What follows belongs to an exercise in optimizing a design on an open flow for small area, a short achievable clock period and few clock cycles per item; a production flow would make more cautious choices. Where RTL was checked, it was by simulation tests only, not by an equivalence proof against the original. No activity file was given, so power comes from the tool's default toggle rates.

==> flow/design.v <==
module fft_4pt #(
    parameter DATA_WIDTH = 16
) (
    input clk,
    input rst_n,
    input data_valid_in,
    input  signed [DATA_WIDTH-1:0] x0_r,
    input  signed [DATA_WIDTH-1:0] x0_i,
    input  signed [DATA_WIDTH-1:0] x1_r,
    input  signed [DATA_WIDTH-1:0] x1_i,
    input  signed [DATA_WIDTH-1:0] x2_r,
    input  signed [DATA_WIDTH-1:0] x2_i,
    input  signed [DATA_WIDTH-1:0] x3_r,
    input  signed [DATA_WIDTH-1:0] x3_i,
    output data_valid_out,
    output signed [DATA_WIDTH+1:0] X0_r,
    output signed [DATA_WIDTH+1:0] X0_i,
    output signed [DATA_WIDTH+1:0] X1_r,
    output signed [DATA_WIDTH+1:0] X1_i,
    output signed [DATA_WIDTH+1:0] X2_r,
    output signed [DATA_WIDTH+1:0] X2_i,
    output signed [DATA_WIDTH+1:0] X3_r,
    output signed [DATA_WIDTH+1:0] X3_i
);
    localparam S1 = DATA_WIDTH + 1;    
    localparam S2 = DATA_WIDTH + 2;    
    localparam K  = 11;                 
    localparam HW = S2 - K;            
    reg signed [S1-1:0] A_r, A_i, B_r, B_i, C_r, C_i, D_r, D_i;
    always @(posedge clk) begin
        A_r <= x0_r + x2_r;  A_i <= x0_i + x2_i;
        B_r <= x0_r - x2_r;  B_i <= x0_i - x2_i;
        C_r <= x1_r + x3_r;  C_i <= x1_i + x3_i;
        D_r <= x1_r - x3_r;  D_i <= x1_i - x3_i;
    end
    function automatic [S2:0] bfly(input [S1-1:0] p, input [S1-1:0] q, input sub);
        reg [S1-1:0] qq;
        reg [K:0]    lo;
        reg [HW-1:0] hi;
        begin
            qq = sub ? ~q : q;
            lo = {1'b0, p[K-1:0]} + {1'b0, qq[K-1:0]} + {{K{1'b0}}, sub};
            hi = {p[S1-1], p[S1-1:K]} + {qq[S1-1], qq[S1-1:K]};
            bfly = {hi, lo};
        end
    endfunction
    reg [S2:0] Y0_r, Y0_i, Y1_r, Y1_i, Y2_r, Y2_i, Y3_r, Y3_i;
    always @(posedge clk) begin
        Y0_r <= bfly(A_r, C_r, 1'b0);  Y0_i <= bfly(A_i, C_i, 1'b0);
        Y1_r <= bfly(B_r, D_i, 1'b0);  Y1_i <= bfly(B_i, D_r, 1'b1);
        Y2_r <= bfly(A_r, C_r, 1'b1);  Y2_i <= bfly(A_i, C_i, 1'b1);
        Y3_r <= bfly(B_r, D_i, 1'b1);  Y3_i <= bfly(B_i, D_r, 1'b0);
    end
    reg valid_s1, valid_s2;
    always @(posedge clk or negedge rst_n) begin
        if (!rst_n) begin
            valid_s1 <= 1'b0;
            valid_s2 <= 1'b0;
        end else begin
            valid_s1 <= data_valid_in;
            valid_s2 <= valid_s1;
        end
    end
    function automatic [S2-1:0] fin(input [S2:0] y);
        fin = {y[S2:K+1] + {{(HW-1){1'b0}}, y[K]}, y[K-1:0]};
    endfunction
    assign X0_r = fin(Y0_r);  assign X0_i = fin(Y0_i);
    assign X1_r = fin(Y1_r);  assign X1_i = fin(Y1_i);
    assign X2_r = fin(Y2_r);  assign X2_i = fin(Y2_i);
    assign X3_r = fin(Y3_r);  assign X3_i = fin(Y3_i);
    assign data_valid_out = valid_s2;
endmodule
==> flow/config.mk <==
export PLATFORM = sky130hd
export DESIGN_NAME = fft_4pt
export DESIGN_NICKNAME = fft_4pt
export VERILOG_FILES = /design/flow/design.v
export SDC_FILE = /design/flow/constraint.sdc
export NUM_CORES = 4
export LEC_CHECK = 0
export CAP_MARGIN = 20
export CORE_MARGIN = 2
export CORE_UTILIZATION = 62
export CTS_BUF_LIST = sky130_fd_sc_hd__clkbuf_4 sky130_fd_sc_hd__clkbuf_8
export CTS_CLUSTER_DIAMETER = 60
export CTS_CLUSTER_SIZE = 16
export SETUP_SLACK_MARGIN = 0.7
export SLEW_MARGIN = 20
export BUFFER_PORTS_ARGS = -buffer_cell sky130_fd_sc_hd__buf_1
==> flow/constraint.sdc <==
create_clock -name core_clock -period 3.0 [get_ports {clk}]
set_input_delay 0.6000 -clock core_clock [delete_from_list [all_inputs] [get_ports {clk}]]
set_output_delay 0.6000 -clock core_clock [all_outputs]
set_load 0.01 [all_outputs]
standard.sh (not shown) runs the stock make flow with config.mk's settings and CLKGATE_MAP_FILE= SYNTH_SCRIPT=/design/flow/synth_recipe.tcl, a recipe that flattens the netlist after the stock synthesis.
==> flow/flow/run.sh <==
#!/bin/bash
# The standard layout (standard.sh), with the port buffers that buffer_ports
# inserts made of plain buf_1 cells instead of its default delay buffer.
set -euo pipefail
cd "$(dirname "$0")/.."
echo "export BUFFER_PORTS_ARGS = -buffer_cell sky130_fd_sc_hd__buf_1" >> config.mk
bash standard.sh > standard.log 2>&1
Testbench counts at the start, summed over its fixed seeds: cycles 8,016, items 8,000.
Edit:
--- a/flow/design.v
+++ b/flow/design.v
@@ -22,11 +22,11 @@
     output signed [DATA_WIDTH+1:0] X3_r,
     output signed [DATA_WIDTH+1:0] X3_i
 );
     localparam S1 = DATA_WIDTH + 1;    
     localparam S2 = DATA_WIDTH + 2;    
-    localparam K  = 11;                 
+    localparam K  = 9;                 
     localparam HW = S2 - K;            
     reg signed [S1-1:0] A_r, A_i, B_r, B_i, C_r, C_i, D_r, D_i;
     always @(posedge clk) begin
         A_r <= x0_r + x2_r;  A_i <= x0_i + x2_i;
         B_r <= x0_r - x2_r;  B_i <= x0_i - x2_i;
Global-route usage barely changes.
Design area rises by 0.94%.
Via count falls by 0.61%.
Power rises by 0.82%.
Fmax hardly moves.
Cell count rises by 0.97%.
Worst hold slack is better by 0.0075 ns.
Wire length falls by 2.2%.
Clock skew falls by 0.023 ns.
Count of clock-buffer cells in the layout stays the same.
First-iteration DRC count falls by 9.4%.
Function not checked in the second run of this note: the RTL went through the layout flow alone.

---

fft_4pt, a different RTL version from the one above (not shown whole).
Size in the first run: about 18,000 um2 of cells after synthesis.
==> module fft_4pt, before the edit <==
module fft_4pt #(
    parameter DATA_WIDTH = 16
) (
    input clk,
    input rst_n,
    input data_valid_in,
    input  signed [DATA_WIDTH-1:0] x0_r,
    input  signed [DATA_WIDTH-1:0] x0_i,
    input  signed [DATA_WIDTH-1:0] x1_r,
    input  signed [DATA_WIDTH-1:0] x1_i,
    input  signed [DATA_WIDTH-1:0] x2_r,
    input  signed [DATA_WIDTH-1:0] x2_i,
    input  signed [DATA_WIDTH-1:0] x3_r,
    input  signed [DATA_WIDTH-1:0] x3_i,
    output data_valid_out,
    output signed [DATA_WIDTH+1:0] X0_r,
    output signed [DATA_WIDTH+1:0] X0_i,
    output signed [DATA_WIDTH+1:0] X1_r,
    output signed [DATA_WIDTH+1:0] X1_i,
    output signed [DATA_WIDTH+1:0] X2_r,
    output signed [DATA_WIDTH+1:0] X2_i,
    output signed [DATA_WIDTH+1:0] X3_r,
    output signed [DATA_WIDTH+1:0] X3_i
);
    localparam S1 = DATA_WIDTH + 1;    
    localparam S2 = DATA_WIDTH + 2;    
    localparam K  = 16;                 
    localparam HW = S2 - K;            
    function automatic [17:0] add17(input [16:0] a, input [16:0] b, input ci);
        reg [16:0] p, G, P, G2, P2;
        integer i, d;
        begin
            p = a ^ b;  G = a & b;  P = p;
            G[0] = G[0] | (p[0] & ci);
            for (d = 1; d < 17; d = d * 2) begin
                G2 = G;  P2 = P;
                for (i = 0; i < 17; i = i + 1)
                    if (((i + 1) % (2 * d)) == 0) begin
                        G2[i] = G[i] | (P[i] & G[i-d]);  P2[i] = P[i] & P[i-d];
                    end
                G = G2;  P = P2;
            end
            for (d = 16; d >= 1; d = d / 2) begin
                G2 = G;  P2 = P;
                for (i = 0; i < 17; i = i + 1)
                    if (((i + 1) % (2 * d)) == d && i >= 2 * d) begin
                        G2[i] = G[i] | (P[i] & G[i-d]);  P2[i] = P[i] & P[i-d];
                    end
                G = G2;  P = P2;
            end
            add17 = {G[16], p ^ {G[15:0], ci}};
        end
    endfunction
    function automatic [16:0] addk(input [15:0] a, input [15:0] b, input ci);
        reg [15:0] p, G, P, G2, P2;
        integer i, d;
        begin
            p = a ^ b;  G = a & b;  P = p;
            G[0] = G[0] | (p[0] & ci);
            for (d = 1; d < 16; d = d * 2) begin
                G2 = G;  P2 = P;
                for (i = 0; i < 16; i = i + 1)
                    if (((i + 1) % (2 * d)) == 0) begin
                        G2[i] = G[i] | (P[i] & G[i-d]);  P2[i] = P[i] & P[i-d];
                    end
                G = G2;  P = P2;
            end
            for (d = 16; d >= 1; d = d / 2) begin
                G2 = G;  P2 = P;
                for (i = 0; i < 16; i = i + 1)
                    if (((i + 1) % (2 * d)) == d && i >= 2 * d) begin
                        G2[i] = G[i] | (P[i] & G[i-d]);  P2[i] = P[i] & P[i-d];
                    end
                G = G2;  P = P2;
            end
            addk = {G[15], p ^ {G[14:0], ci}};
        end
    endfunction
    function automatic [2:0] addh(input [1:0] a, input [1:0] b, input ci);
        reg [1:0] p, G, P, G2, P2;
        integer i, d;
        begin
            p = a ^ b;  G = a & b;  P = p;
            G[0] = G[0] | (p[0] & ci);
            for (d = 1; d < 2; d = d * 2) begin
                G2 = G;  P2 = P;
                for (i = 0; i < 2; i = i + 1)
                    if (((i + 1) % (2 * d)) == 0) begin
                        G2[i] = G[i] | (P[i] & G[i-d]);  P2[i] = P[i] & P[i-d];
                    end
                G = G2;  P = P2;
            end
            for (d = 16; d >= 1; d = d / 2) begin
                G2 = G;  P2 = P;
                for (i = 0; i < 2; i = i + 1)
                    if (((i + 1) % (2 * d)) == d && i >= 2 * d) begin
                        G2[i] = G[i] | (P[i] & G[i-d]);  P2[i] = P[i] & P[i-d];
                    end
                G = G2;  P = P2;
            end
            addh = {G[1], p ^ {G[0:0], ci}};
        end
    endfunction
    function automatic [S1-1:0] bf1(input [DATA_WIDTH-1:0] a, input [DATA_WIDTH-1:0] b, input sub);
        reg [S1-1:0] bb;
        reg [S1:0]   t;
        begin
            bb = {b[DATA_WIDTH-1], b} ^ {S1{sub}};
            t = add17({a[DATA_WIDTH-1], a}, bb, sub);
            bf1 = t[S1-1:0];
        end
    endfunction
    reg signed [S1-1:0] A_r, A_i, B_r, B_i, C_r, C_i, D_r, D_i;
    always @(posedge clk) begin
        A_r <= bf1(x0_r, x2_r, 1'b0);  A_i <= bf1(x0_i, x2_i, 1'b0);
        B_r <= bf1(x0_r, x2_r, 1'b1);  B_i <= bf1(x0_i, x2_i, 1'b1);
        C_r <= bf1(x1_r, x3_r, 1'b0);  C_i <= bf1(x1_i, x3_i, 1'b0);
        D_r <= bf1(x1_r, x3_r, 1'b1);  D_i <= bf1(x1_i, x3_i, 1'b1);
    end
    function automatic [S2:0] bfly(input [S1-1:0] p, input [S1-1:0] q, input sub);
        reg [S1-1:0] qq;
        reg [K:0]    lo;
        reg [HW-1:0] hi;
        begin
            qq = sub ? ~q : q;
            lo = addk(p[K-1:0], qq[K-1:0], sub);
            hi = addh({p[S1-1], p[S1-1:K]}, {qq[S1-1], qq[S1-1:K]}, 1'b0);
            bfly = {hi, lo};
        end
    endfunction
    reg [S2:0] Y0_r, Y0_i, Y1_r, Y1_i, Y2_r, Y2_i, Y3_r, Y3_i;
    always @(posedge clk) begin
        Y0_r <= bfly(A_r, C_r, 1'b0);  Y0_i <= bfly(A_i, C_i, 1'b0);
        Y1_r <= bfly(B_r, D_i, 1'b0);  Y1_i <= bfly(B_i, D_r, 1'b1);
        Y2_r <= bfly(A_r, C_r, 1'b1);  Y2_i <= bfly(A_i, C_i, 1'b1);
        Y3_r <= bfly(B_r, D_i, 1'b1);  Y3_i <= bfly(B_i, D_r, 1'b0);
    end
    reg valid_s1, valid_s2;
    always @(posedge clk or negedge rst_n) begin
        if (!rst_n) begin
            valid_s1 <= 1'b0;
            valid_s2 <= 1'b0;
        end else begin
            valid_s1 <= data_valid_in;
            valid_s2 <= valid_s1;
        end
    end
    function automatic [S2-1:0] fin(input [S2:0] y);
        reg [HW-1:0] h, t;
        integer i;
        begin
            h = y[S2:K+1];
            for (i = 0; i < HW; i = i + 1)
                t[i] = y[K] & ((h & ((1 << i) - 1)) == ((1 << i) - 1));
            fin = {h ^ t, y[K-1:0]};
        end
    endfunction
    assign X0_r = fin(Y0_r);  assign X0_i = fin(Y0_i);
    assign X1_r = fin(Y1_r);  assign X1_i = fin(Y1_i);
    assign X2_r = fin(Y2_r);  assign X2_i = fin(Y2_i);
    assign X3_r = fin(Y3_r);  assign X3_i = fin(Y3_i);
    assign data_valid_out = valid_s2;
endmodule
export LEC_CHECK = 0
export ABC_AREA = 1
export CAP_MARGIN = 20
export CORE_MARGIN = 2
export CORE_UTILIZATION = 62
export CTS_BUF_LIST = sky130_fd_sc_hd__clkbuf_4 sky130_fd_sc_hd__clkbuf_8
export CTS_CLUSTER_DIAMETER = 60
export CTS_CLUSTER_SIZE = 16
export SETUP_SLACK_MARGIN = 0.6
export SLEW_MARGIN = 20
export BUFFER_PORTS_ARGS = -buffer_cell sky130_fd_sc_hd__buf_1
create_clock -name core_clock -period 3.0 [get_ports {clk}]
Scripts as last shown in full above: flow/flow/run.sh
Next try:
--- a/flow/design.v
+++ b/flow/design.v
@@ -23,9 +23,9 @@
     output signed [DATA_WIDTH+1:0] X3_i
 );
     localparam S1 = DATA_WIDTH + 1;    
     localparam S2 = DATA_WIDTH + 2;    
-    localparam K  = 16;                 
+    localparam K  = 15;                 
     localparam HW = S2 - K;            
     function automatic [17:0] add17(input [16:0] a, input [16:0] b, input ci);
         reg [16:0] p, G, P, G2, P2;
         integer i, d;
@@ -50,56 +50,49 @@
             end
             add17 = {G[16], p ^ {G[15:0], ci}};
         end
     endfunction
-    function automatic [16:0] addk(input [15:0] a, input [15:0] b, input ci);
-        reg [15:0] p, G, P, G2, P2;
+    function automatic [15:0] addk(input [14:0] a, input [14:0] b, input ci);
+        reg [14:0] p, G, P, G2, P2;
+        integer i, d, k;
+        begin
+            p = a ^ b;  G = a & b;  P = p;
+            G[0] = G[0] | (p[0] & ci);
+            for (d = 1; d < 15; d = d * 2) begin
+                G2 = G;  P2 = P;
+                for (i = 0; i < 15; i = i + 1)
+                    if (i & d) begin
+                        k = (i & ~(d - 1)) - 1;
+                        G2[i] = G[i] | (P[i] & G[k]);  P2[i] = P[i] & P[k];
+                    end
+                G = G2;  P = P2;
+            end
+            addk = {G[14], p ^ {G[13:0], ci}};
+        end
+    endfunction
+    function automatic [3:0] addh(input [2:0] a, input [2:0] b, input ci);
+        reg [2:0] p, G, P, G2, P2;
         integer i, d;
         begin
             p = a ^ b;  G = a & b;  P = p;
             G[0] = G[0] | (p[0] & ci);
-            for (d = 1; d < 16; d = d * 2) begin
+            for (d = 1; d < 3; d = d * 2) begin
                 G2 = G;  P2 = P;
-                for (i = 0; i < 16; i = i + 1)
+                for (i = 0; i < 3; i = i + 1)
                     if (((i + 1) % (2 * d)) == 0) begin
                         G2[i] = G[i] | (P[i] & G[i-d]);  P2[i] = P[i] & P[i-d];
                     end
                 G = G2;  P = P2;
             end
             for (d = 16; d >= 1; d = d / 2) begin
                 G2 = G;  P2 = P;
-                for (i = 0; i < 16; i = i + 1)
+                for (i = 0; i < 3; i = i + 1)
                     if (((i + 1) % (2 * d)) == d && i >= 2 * d) begin
                         G2[i] = G[i] | (P[i] & G[i-d]);  P2[i] = P[i] & P[i-d];
                     end
                 G = G2;  P = P2;
             end
-            addk = {G[15], p ^ {G[14:0], ci}};
-        end
-    endfunction
-    function automatic [2:0] addh(input [1:0] a, input [1:0] b, input ci);
-        reg [1:0] p, G, P, G2, P2;
-        integer i, d;
-        begin
-            p = a ^ b;  G = a & b;  P = p;
-            G[0] = G[0] | (p[0] & ci);
-            for (d = 1; d < 2; d = d * 2) begin
-                G2 = G;  P2 = P;
-                for (i = 0; i < 2; i = i + 1)
-                    if (((i + 1) % (2 * d)) == 0) begin
-                        G2[i] = G[i] | (P[i] & G[i-d]);  P2[i] = P[i] & P[i-d];
-                    end
-                G = G2;  P = P2;
-            end
-            for (d = 16; d >= 1; d = d / 2) begin
-                G2 = G;  P2 = P;
-                for (i = 0; i < 2; i = i + 1)
-                    if (((i + 1) % (2 * d)) == d && i >= 2 * d) begin
-                        G2[i] = G[i] | (P[i] & G[i-d]);  P2[i] = P[i] & P[i-d];
-                    end
-                G = G2;  P = P2;
-            end
-            addh = {G[1], p ^ {G[0:0], ci}};
+            addh = {G[2], p ^ {G[1:0], ci}};
         end
     endfunction
     function automatic [S1-1:0] bf1(input [DATA_WIDTH-1:0] a, input [DATA_WIDTH-1:0] b, input sub);
         reg [S1-1:0] bb;
What happened: Cell count climbs by a little under a tenth. Setup slack degrades by 0.035 ns. Global-route usage climbs by 0.93 points. Routed wire length climbs by a little under a tenth. Sequential cell count does not change. Die area climbs by a few percent.
Function was not checked in any run of this note: the RTL went through the layout flow alone.

## separate check: timing with driven ports
No port has a modelled driver above. Below, the same layouts with a new extraction and two added sets of constraints. Step 1 sets driving cells, clkbuf_16 on the clock port and buf_2 on the other inputs (assumed; they add their load-dependent delay and slew). Step 2 times the ports against the registers' clock, not the clock port: input delays grow and output delays shrink by t, the midpoint of the rising clock arrivals with the driver on. a / b / c = ideal ports / drivers / drivers and shift; a / b = the first two.
| run | t, ns | setup WS [ns] | latest minus earliest clock arrival (ns) | worst data-port slew with drivers (ns) | pins driven straight from the clock port |
|---|---|---|---|---|---|
| the first run of note 1 | 0.635 | 0.597 / 0.548 / 0.205 | 0.047 / 0.047 | 0.08 | 1 |
| the second run of note 1 | 0.623 | 0.597 / 0.547 / 0.173 | 0.018 / 0.018 | 0.06 | 1 |
| the first run of note 2 | 0.625 | 0.730 / 0.730 / 0.350 | 0.020 / 0.020 | 0.07 | 1 |
| the second run of note 2 | 0.640 | 0.695 / 0.695 / 0.284 | 0.028 / 0.028 | 0.09 | 1 |
After both steps setup and hold are still met in every run listed. For the second run of note 1, which loses most, drivers alone change the setup slack by -0.050 ns; drivers and shift together by -0.424 ns.
